From an optimization exercise on the open Yosys and OpenROAD flow, aimed at small area, a short achievable clock period and few clock cycles; shortcuts taken in it are not production practice. Where RTL was checked, it was by simulation tests only, not by an equivalence proof against the original. Power figures rest on the tool's default switching activity, not on a simulated workload.

Design MIPS_Stack, start of the top module:
module MIPS_Stack(input clk, rst,
	output [4:0] mem_addr,
	output [7:0] mem_wdata,
	output mem_write,
	input [7:0] mem_rdata);
	reg [4:0] addr;      
	reg [4:0] ret;       
	reg r_add, r_sub, r_and, r_not;
	reg r_pushm;         
	reg r_pushf;         
	reg r_pop;           
	reg r_up, r_dn, r_hold;  
	reg [7:0] wout;      
	reg z;               
	reg [7:0] wdata;     
	reg [4:0] waddr;     
	reg       wvalid;    
	wire [7:0] T, N;
	wire fa = ~r_pushm & ~r_pop;
	wire [2:0] op = mem_rdata[7:5];
	wire [4:0] x  = mem_rdata[4:0];
	wire hit = wvalid & (x == waddr);
	wire hold = r_hold & ~r_not;
	wire [7:0] sum  = N + T;
	wire [7:0] diff = N - T;
	wire [7:0] top_in = ({8{r_pushm}} & mem_rdata) |
	                    ({8{r_pushf}} & wdata) |
	                    ({8{r_pop}}   & N) |
	                    ({8{r_add}}   & sum) |
	                    ({8{r_sub}}   & diff) |
	                    ({8{r_and}}   & (N & T)) |
	                    ({8{r_not}}   & ~T) |
	                    ({8{hold}}    & T);
	wire [7:0] nt_or = N | T;
	wire z_sum = ~|(N ^ T ^ {nt_or[6:0], 1'b0});
	wire z_next = (r_pushm & ~|mem_rdata) |
	              (r_pushf & ~|wdata) |
	              (r_pop   & ~|N) |
	              (r_add   & z_sum) |
	              (r_sub   & (N == T)) |
	              (r_and   & ~|(N & T)) |
	              (r_not   & (&T)) |
	              (hold    & z);
	wire j_add   = fa & (op == 3'b000);
	wire j_sub   = fa & (op == 3'b001);
	wire j_and   = fa & (op == 3'b010);
	wire j_not   = fa & (op == 3'b011);
	wire j_pushf = fa & (op == 3'b100) & hit;
	wire j_pushm = fa & (op == 3'b100) & ~hit;
	wire j_pop   = fa & (op == 3'b101);
	wire to_x    = (op == 3'b101) | ((op == 3'b100) & ~hit) | (op == 3'b110);
	wire j_jz    = fa & (op == 3'b111);
	wire [4:0] addr_inc = addr + 5'd1;
	wire [4:0] addr_b = ~fa ? ret : (to_x ? x : addr_inc);
	wire [4:0] addr_n = (j_jz & z_next) ? x : addr_b;
	always @(posedge clk, posedge rst) begin
		if (rst) begin
			addr    <= 5'd0;
			r_add   <= 1'b0;
			r_sub   <= 1'b0;
			r_and   <= 1'b0;
			r_not   <= 1'b0;
			r_pushm <= 1'b0;
			r_pushf <= 1'b0;
			r_pop   <= 1'b0;
			r_up    <= 1'b0;
			r_dn    <= 1'b0;
			r_hold  <= 1'b1;
			wvalid  <= 1'b0;
		end else begin
			addr    <= addr_n;
			r_add   <= j_add;
			r_sub   <= j_sub;
			r_and   <= j_and;
			r_not   <= j_not;
			r_pushm <= j_pushm;
  ...
Settings: LEC_CHECK=0, ABC_CLOCK_PERIOD_IN_PS=2100, CAP_MARGIN=20, CORE_MARGIN=2, CORE_UTILIZATION=40, CTS_CLUSTER_DIAMETER=100, CTS_CLUSTER_SIZE=30, SETUP_SLACK_MARGIN=3.85, SLEW_MARGIN=20; clock period 6.0 ns.
run.sh (not shown) runs the stock make flow with config.mk's settings and CLKGATE_MAP_FILE= SYNTH_SCRIPT=/design/flow/synth_recipe.tcl, a recipe that flattens the netlist after the stock synthesis.
Testbench counts at the start, summed over its fixed seeds: cycles 38,429.
Change:
- ABC_CLOCK_PERIOD_IN_PS: 2100 -> 2300
- SETUP_SLACK_MARGIN: 3.85 -> 3.7
Total power came out lower by 1.2%.
Design area decreases by 1.9%.
Wire length came out higher by 1.0%.
Sequential power barely changes.
Global-route usage is about the same.
Non-clock buffer count decreases by 17.
Via count goes down by 1.3%.
Sequential cell count does not change.
Combinational power is lower by about 3%.
Fmax stays flat.
Utilization came out lower by 0.86 points.

Another version of the RTL of MIPS_Stack (not shown whole).
For scale: roughly 1200 cells after synthesis, roughly 24 I/O pins, roughly 10000 um2 of cells after synthesis.
clock: 6.0 ns
lec_check: 0
cap_margin: 20
core_margin: 2
core_utilization: 40
slew_margin: 20
Testbench counts at the start, summed over its fixed seeds: cycles 41,413.
Then changed:
Settings changed: ABC_CLOCK_PERIOD_IN_PS set to 1800, SETUP_SLACK_MARGIN set to 4.2.
Outcome: Clock skew is about the same; synthesized area is unchanged; clock-buffer cell count does not change; final cell count rises by 10%; setup slack improves by 1.1 ns; register-to-register slack improves by 0.63 ns.
Then changed:
Settings changed: ABC_CLOCK_PERIOD_IN_PS 1800 to 2500, SETUP_SLACK_MARGIN 4.2 to 3.5.
The new run passed the timing, DRC and antenna checks; first-iteration DRC count decreases by well over a third; worst setup slack is worse by 0.031 ns; design area decreases by a quarter to a third; combinational power decreases by well over a third; critical path depth does not change; via count decreases by about a fifth; clock skew increases by 0.0035 ns; synthesized cell count does not change; final cell count decreases by a little under a tenth; non-clock buffer count decreases by 110; count of clock-buffer cells in the layout decreases by 4.

The RTL this note starts from:
==> flow/design.v <==
module Stack (clk, hold, up, dn, top_in, top, second);
    input clk;
    input hold, up, dn;           
    input [7:0] top_in;           
    output [7:0] top, second;
    reg [7:0] s [0:31];
    always @(posedge clk)
        s[0] <= top_in;
    genvar i;
    generate
        for (i = 1; i < 32; i = i + 1) begin : g
            always @(posedge clk)
                s[i] <= ~(({8{hold}} & ~s[i]) | ({8{up}} & ~s[i-1]) | ({8{dn}} & ~s[(i+1) % 32]));
        end
    endgenerate
    assign top = s[0];
    assign second = s[1];
endmodule
module MIPS_Stack(input clk, rst,
	output [4:0] mem_addr,
	output [7:0] mem_wdata,
	output mem_write,
	input [7:0] mem_rdata);
	reg [4:0] addr;      
	reg [4:0] ret;       
	reg r_add, r_sub, r_and, r_not;
	reg r_pushm;         
	reg r_pushf;         
	reg r_pop;           
	reg z;               
	reg [7:0] wdata;     
	reg [4:0] waddr;     
	reg       wvalid;    
	wire [7:0] T, N;
	wire fa = ~r_pushm & ~r_pop;
	wire [2:0] op = mem_rdata[7:5];
	wire [4:0] x  = mem_rdata[4:0];
	wire hit = wvalid & (x == waddr);
	wire hold = ~(r_add | r_sub | r_and | r_not | r_pushm | r_pushf | r_pop);
	wire [7:0] sum  = N + T;
	wire [7:0] diff = N - T;
	wire [7:0] top_in = ({8{r_pushm}} & mem_rdata) |
	                    ({8{r_pushf}} & wdata) |
	                    ({8{r_pop}}   & N) |
	                    ({8{r_add}}   & sum) |
	                    ({8{r_sub}}   & diff) |
	                    ({8{r_and}}   & (N & T)) |
	                    ({8{r_not}}   & ~T) |
	                    ({8{hold}}    & T);
	wire [7:0] nt_or = N | T;
	wire z_sum = ~|(N ^ T ^ {nt_or[6:0], 1'b0});
	wire z_next = (r_pushm & ~|mem_rdata) |
	              (r_pushf & ~|wdata) |
	              (r_pop   & ~|N) |
	              (r_add   & z_sum) |
	              (r_sub   & (N == T)) |
	              (r_and   & ~|(N & T)) |
	              (r_not   & (&T)) |
	              (hold    & z);
	wire j_add   = fa & (op == 3'b000);
	wire j_sub   = fa & (op == 3'b001);
	wire j_and   = fa & (op == 3'b010);
	wire j_not   = fa & (op == 3'b011);
	wire j_pushf = fa & (op == 3'b100) & hit;
	wire j_pushm = fa & (op == 3'b100) & ~hit;
	wire j_pop   = fa & (op == 3'b101);
	wire to_x    = (op == 3'b101) | ((op == 3'b100) & ~hit) | (op == 3'b110) |
	               ((op == 3'b111) & z_next);
	wire [4:0] addr_inc = addr + 5'd1;
	wire [4:0] addr_n = ~fa ? ret : (to_x ? x : addr_inc);
	always @(posedge clk, posedge rst) begin
		if (rst) begin
			addr    <= 5'd0;
			r_add   <= 1'b0;
			r_sub   <= 1'b0;
			r_and   <= 1'b0;
			r_not   <= 1'b0;
			r_pushm <= 1'b0;
			r_pushf <= 1'b0;
			r_pop   <= 1'b0;
			wvalid  <= 1'b0;
		end else begin
			addr    <= addr_n;
			r_add   <= j_add;
			r_sub   <= j_sub;
			r_and   <= j_and;
			r_not   <= j_not;
			r_pushm <= j_pushm;
			r_pushf <= j_pushf;
			r_pop   <= j_pop;
			if (j_pop)
				wvalid <= 1'b1;
		end
	end
	always @(posedge clk) begin
		z <= z_next;
		if (fa)
			ret <= addr_inc;
		if (j_pop) begin
			wdata <= top_in;
			waddr <= x;
		end
	end
	wire up = r_pushm | r_pushf;
	wire dn = r_pop | r_add | r_sub | r_and;
	Stack stack(clk, ~up & ~dn, up, dn, top_in, T, N);
	assign mem_addr  = addr;
	assign mem_write = r_pop;
	assign mem_wdata = wdata;
endmodule
Settings: LEC_CHECK=0, ABC_CLOCK_PERIOD_IN_PS=2100, CAP_MARGIN=20, CORE_MARGIN=2, CORE_UTILIZATION=40, CTS_CLUSTER_DIAMETER=100, CTS_CLUSTER_SIZE=30, SETUP_SLACK_MARGIN=3.9, SLEW_MARGIN=20; clock period 6.0 ns.
The starting point produced a clean layout.
Next try:
--- a/flow/config.mk
+++ b/flow/config.mk
@@ -7,3 +7,3 @@
 export LEC_CHECK = 0
-export ABC_CLOCK_PERIOD_IN_PS = 2100
+export ABC_CLOCK_PERIOD_IN_PS = 2300
 export CAP_MARGIN = 20
@@ -13,3 +13,3 @@
 export CTS_CLUSTER_SIZE = 30
-export SETUP_SLACK_MARGIN = 3.9
+export SETUP_SLACK_MARGIN = 3.7
 export SLEW_MARGIN = 20
Worst hold slack improved by 8.0 ps.
First-iteration DRC count is higher by about 4.6%.
Cell count is lower by 1.8%.
Setup slack improved by 20 ps.
Non-clock buffer count is lower by 31.
Routed wire length is lower by 9.2%.
Global-route usage is lower by 0.35 points.
No run of this note included a check of the RTL's function; only the layout flow was run.

==> afterwards: timing with drivers on the ports <==
No port has a modelled driver above. Below, the same layouts with a new extraction and two added sets of constraints. Step 1 sets driving cells, clkbuf_16 on the clock port and buf_2 on the other inputs (assumed; they add their load-dependent delay and slew). Step 2 also shifts input and output timing later by t, the mid clock arrival at the registers, as if the neighbouring blocks saw the same clock. a / b / c = ideal / step 1 / step 2; a / b = the first two.
run	shift t [ns]	slack for setup (ns)	slew at the worst register clock pin (ns)	worst slew at a driven data input, ns	pins driven straight from the clock port
the first run of note 1	0.538	3.725 / 3.677 / 3.284	0.11 / 0.11	0.06	1
the second run of note 1	0.532	3.725 / 3.677 / 3.258	0.11 / 0.11	0.04	1
the first run of note 2	0.573	2.305 / 2.328 / 1.755	0.06 / 0.06	0.04	1
the second run of note 2	0.579	3.454 / 3.433 / 2.853	0.07 / 0.07	0.20	1
the third run of note 2	0.570	3.423 / 3.423 / 2.923	0.06 / 0.06	0.05	1
the first run of note 3	0.528	3.675 / 3.628 / 3.175	0.12 / 0.12	0.06	1
the second run of note 3	0.524	3.695 / 3.649 / 3.203	0.12 / 0.12	0.06	1
After both steps setup and hold are still met in every run listed. For the second run of note 2, which loses most, drivers alone change the setup slack by -0.021 ns; drivers and shift together by -0.601 ns.
